What follows belongs to an exercise in optimizing a design on an open flow for small area, a short achievable clock period and few clock cycles per item; a production flow would make more cautious choices. No run shown here included a check of the RTL's function; only the layout flow was run.

==> flow/design.v (outline; a module is shown in full before it is edited, if it fits) <==
// module FFT: 239 lines
// module fft_tw4: 143 lines
// module fft_tw3: 123 lines
module FFT(clk, rst_n, in_valid, din_r, din_i, out_valid, dout_r, dout_i);
  // ...
==> flow/run.sh <==
#!/bin/bash
# synth_recipe.tcl (not shown) runs the flow's synth.tcl, then flattens the netlist and writes it again
# the make line also repeats each setting of config.mk as NAME=value (left out here)
make -C /OpenROAD-flow-scripts/flow DESIGN_CONFIG=/design/flow/config.mk WORK_HOME=/design/flow/orfs CLKGATE_MAP_FILE= SYNTH_SCRIPT=/design/flow/synth_recipe.tcl finish
==> flow/config.mk <==
export PLATFORM = sky130hd
export DESIGN_NAME = FFT
export DESIGN_NICKNAME = FFT
export VERILOG_FILES = /design/flow/design.v
export SDC_FILE = /design/flow/constraint.sdc
export NUM_CORES = 4
export LEC_CHECK = 0
export CAP_MARGIN = 20
export CORE_MARGIN = 2
export CORE_UTILIZATION = 40
export PLACE_DENSITY = 0.6
export SLEW_MARGIN = 20
==> flow/constraint.sdc <==
create_clock -name core_clock -period 12.0 [get_ports {clk}]
set_input_delay 2.4000 -clock core_clock [delete_from_list [all_inputs] [get_ports {clk}]]
set_output_delay 2.4000 -clock core_clock [all_outputs]
set_load 0.01 [all_outputs]
==> flow_metrics.env, run 1 <==
export IMPL_vias=74399
export IMPL_root_buffer="clkbuf_16"
export IMPL_seqCellArea_sq_um=36140
export IMPL_fin_util_pct=44.35
export IMPL_hold_slack_ps=261.5
export IMPL_htree_num_levels=4
export IMPL_crit_chain="or2_2 > or3_1 > nor2_1 > nand3_1 > buf_4 > nand2_1 > xnor2_1 > fa_1 > inv_1 > fa_1 > inv_1 > fa_1 > inv_1 > fa_1 > inv_1 > fa_1 > xnor2_1 > xnor2_1 > xnor2_1 > xnor2_1 > xnor2_1"
export IMPL_instances_no_fill=14484
export IMPL_status="no timing/DRC/antenna violations"
export IMPL_tap_cell_count=3570
export IMPL_crit_end="C4rs[14]$_DFF_P_"
export IMPL_synth_top_area_share_pct=32.82
export IMPL_overflow=0
export IMPL_fill_cells=25521
export IMPL_relSlewSlack_pct=24.32
export IMPL_yosys_top_cells_count="1792 x dfxtp_1, 1588 x inv_1, 1196 x fa_1, 749 x nand2_1, 736 x ha_1"
export IMPL_rsz0062_at_grt="false"
export IMPL_synth_simple_area_share_pct=8.867
export IMPL_final_cell_mix="1777 x dfxtp_1, 1587 x inv_1, 1196 x fa_1"
export IMPL_ys_seq_elements=1801
export IMPL_clock_skew_ps=98.15
export IMPL_grt_use_total_pct=22.31
export IMPL_synth_top_family_by_area="adder cells"
export IMPL_cp_arrival_ps=7600
export IMPL_synthesis_instances=10866
export IMPL_clk_share_pct=5.667
export IMPL_critPathMaxStageDelay_ps=680
export IMPL_vias_per_cell=5.137
export IMPL_cts_resized=0
export IMPL_async_reset_ff_share_pct=0.4997
==> run 2: changes to the inputs <==
--- a/flow/config.mk
+++ b/flow/config.mk
@@ -11,2 +11,3 @@
 export PLACE_DENSITY = 0.6
+export SETUP_SLACK_MARGIN = 5
 export SLEW_MARGIN = 20
==> flow_metrics.env, run 2 <==
export IMPL_rr_worst_depth=21
export IMPL_synth_area_top_cells="dfxtp_1 33%, fa_1 22%, ha_1 8.4%, inv_1 5.5%, xnor2_1 4.9%"
export IMPL_dieArea_sq_um=277500
export IMPL_cp_depth=21
export IMPL_first_global_vias=77755
export IMPL_syn2layout_area_growth_pct=10.05
export IMPL_worstHoldStart="r1i[3][1]$_DFF_P_"
export IMPL_setup_viol=0
export IMPL_async_reset_ff_share_pct=0.4997
export IMPL_io_buffers=59
export IMPL_ff2ff_setup_slack_ps=5400
export IMPL_synth_xor_area_share_pct=7.267
export IMPL_ys_types=86
export IMPL_layout_commonest_cell="dfxtp_1"
export IMPL_synth_edff_count=0
export IMPL_crit_chain="or2_2 > or3_1 > nor2_2 > nand3_1 > buf_4 > nand2_1 > xnor2_1 > fa_1 > inv_1 > fa_1 > inv_1 > fa_1 > inv_1 > fa_1 > inv_1 > fa_1 > xnor2_1 > xnor2_1 > xnor2_1 > xnor2_1 > xnor2_1"
export IMPL_clkTransAtPathRegs_ps=60
export IMPL_synth_compound_area_share_pct=10.18
export IMPL_synth_top_family_by_area="adder cells"
export IMPL_endpoint_kind="flop"
export IMPL_numClockSinks=1801
export IMPL_clk_path_buf_depth=3
export IMPL_setup_slack_ps=5399
export IMPL_grt_use_total_pct=22.31
export IMPL_grt_pass1_wl_um=471800
export IMPL_layout_nets=12691
export IMPL_tns_ps=0
export IMPL_status="no timing/DRC/antenna violations"
export IMPL_critical_path_class="flop to flop"
export IMPL_drv_cap=0
export IMPL_clk_latency_ps=880
export IMPL_vias=74376
export IMPL_coreArea_sq_um=271200
export IMPL_drt_wl_total_um=311500
export IMPL_numCtsBuffers=188
export IMPL_slew_viol_final=0
export IMPL_ant_nets=0
export IMPL_die_w_um=526.8
export IMPL_dp_hpwl_um=248600
export IMPL_clock_skew_ps=98.35
export IMPL_drc=0
export IMPL_synth_most_common_cell="dfxtp_1"
export IMPL_rr_startpoint="oh4[14]$_SDFF_PN0_"
export IMPL_cp_buffers_inverters=5
export IMPL_grt_max_degree=97
export IMPL_hold_slack_ps=261.2
export IMPL_drtIter0Drc=5004
export IMPL_synth_nets=12825
export IMPL_hold_buffers=0
export IMPL_synth_simple_area_share_pct=8.867
export IMPL_rsz0062_at_grt="false"
export IMPL_syn_area_per_cell_sq_um=10.06
export IMPL_row_count=191
export IMPL_ys_warnings_count=9
export IMPL_timing_fmax_ghz=0.1515
export IMPL_ys_seq_elements=1801
export IMPL_syn_area_sq_um=109300
export IMPL_cp_arrival_ps=7310
export IMPL_cp_start_kind="flop"
export IMPL_fp_dieH_um=526.8
export IMPL_gp_congestion=0.9260
export IMPL_hold_class="flop to flop"
export IMPL_required_ps=12710
export IMPL_synth_adder_area_share_pct=30.33
export IMPL_crit_end="C4rs[14]$_DFF_P_"
export IMPL_fin_util_pct=44.35
export IMPL_startpoint="oh4[14]$_SDFF_PN0_"
export IMPL_cp_common_cell="xnor2_1"
export IMPL_final_hold_violation_count=0
export IMPL_vias_per_cell=5.135
export IMPL_root_buffer="clkbuf_16"
export IMPL_ioPinCount=60
export IMPL_muxShareOfSynthArea_pct=3.210
export IMPL_cts_tree="done"
export IMPL_crit_family="adder cells"
export IMPL_ys_seq_area_share_pct=33.02
export IMPL_critPathMaxStageDelay_ps=600
export IMPL_crit_slowest_cell="or3_1"
export IMPL_antenna_found_initial=32
export IMPL_cts_setup_buffers=0
export IMPL_rr_endpoint="C4rs[14]$_DFF_P_"
export IMPL_dp_slack_ps=5230
export IMPL_worst_pin_slew_ps=1130
export IMPL_yosys_most_used_dff="dfxtp_1"
export IMPL_synth_top_area_cell="dfxtp_1"
export IMPL_start_util_pct=40.30
export IMPL_overflow=0
export IMPL_wl_per_cell_um=21.50
export IMPL_relSlewSlack_pct=24.64
export IMPL_finalCritPeriodShare_pct=55.01
export IMPL_drtPass1Iterations=6
export IMPL_synth_top_area_share_pct=32.82
export IMPL_final_cell_mix="1777 x dfxtp_1, 1587 x inv_1, 1196 x fa_1"
export IMPL_fin_crit_ps=6601
export IMPL_synthesis_instances=10866
export IMPL_htree_num_levels=4
export IMPL_cp_max_fo=13
export IMPL_drive_above_1_share_pct=6.206
export IMPL_yosys_top_cells_count="1792 x dfxtp_1, 1588 x inv_1, 1196 x fa_1, 749 x nand2_1, 736 x ha_1"
[run 2: through the flow]
step                      instances  area, sq um
after detailed placement      14111       113400
after CTS                     14462       120200
after global placement        14107       113300
after global routing          14471       120300
final                         14485       120300
after floorplan               10866       109300
[run 2: layer usage]
| metal | up-vias | routed length, um | track usage [%] |
|---|---|---|---|
| met5 | - | 75 | 0 |
| met4 | 10 | 11200 | 7.749 |
| met3 | 499 | 17250 | 3.570 |
| met2 | 1965 | 146200 | 37.15 |
| met1 | 37240 | 136700 | 29.29 |
| li1 | 34662 | - | - |
[run 2: area by class of cell]
cell class | count | area, sq um
well taps | 3570 | 4467
inverters | 1590 | 5968
clock inverters | 114 | 1638
repair buffers | 154 | 1328
fillers | 25519 | 150900
clock buffers | 237 | 5180
multi-input cells | 6997 | 65530
flip-flops and latches | 1801 | 36140
diodes | 22 | 55.05
[run 2: worst min path at each step]
stage / slack (ps) / cells past startpoint / to
detailed placement: 310 / 0 / V0i[7]$_DFF_P_
global route: 260 / 0 / r1i[4][1]$_DFF_P_
finish: 260 / 0 / r1i[4][1]$_DFF_P_
CTS: 260 / 0 / r1i[4][1]$_DFF_P_
floorplan: 310 / 0 / T4i[0]$_DFF_P_
global placement: 310 / 0 / V2r[2]$_DFF_P_
[run 2: logic make-up (layout without fill, tap and decap cells)]
logic type / Yosys count / after routing
AOI/OAI and AO/OA: 1688 / 1688
buffers and inverters: 2068 / 2095
DFF: 1801 / 1801
and+or+nand+nor: 2129 / 2129
muxes: 341 / 341
xor gates and xnor gates: 907 / 907
adders and majority gates: 1932 / 1932
other: 0 / 22
[run 2: repair_timing]
| item | 4_1_cts | 5_1_grt |
|---|---|---|
| gates resized for setup | 0 | 1 |
| setup endpoints to repair | 0 | 7 |
| hold endpoints to repair | 0 | 0 |

[separate check: timing with driven ports]
In the flow no input, the clock included, has a driving cell. The finished layouts below were timed again as built, in two steps.
Step 1: set_driving_cell puts a clkbuf_16 on clk and a buf_2 on each other input, an assumption about the parent block.
Step 2 moves the port delays by t, midway between the first and last clock arrival at a register: inputs arrive t later, outputs are due t later. That takes back most of the time a late clock gives input paths.
Three values: ideal ports, drivers, drivers and shift; two values: the first two.
run	t (ns)	setup slack, ns	clock arrival spread, ns
run 1	0.922	5.113 / 5.113 / 5.113	0.102 / 0.103
run 2	0.922	5.399 / 5.399 / 5.399	0.103 / 0.103
After both steps every run listed still meets setup and hold.
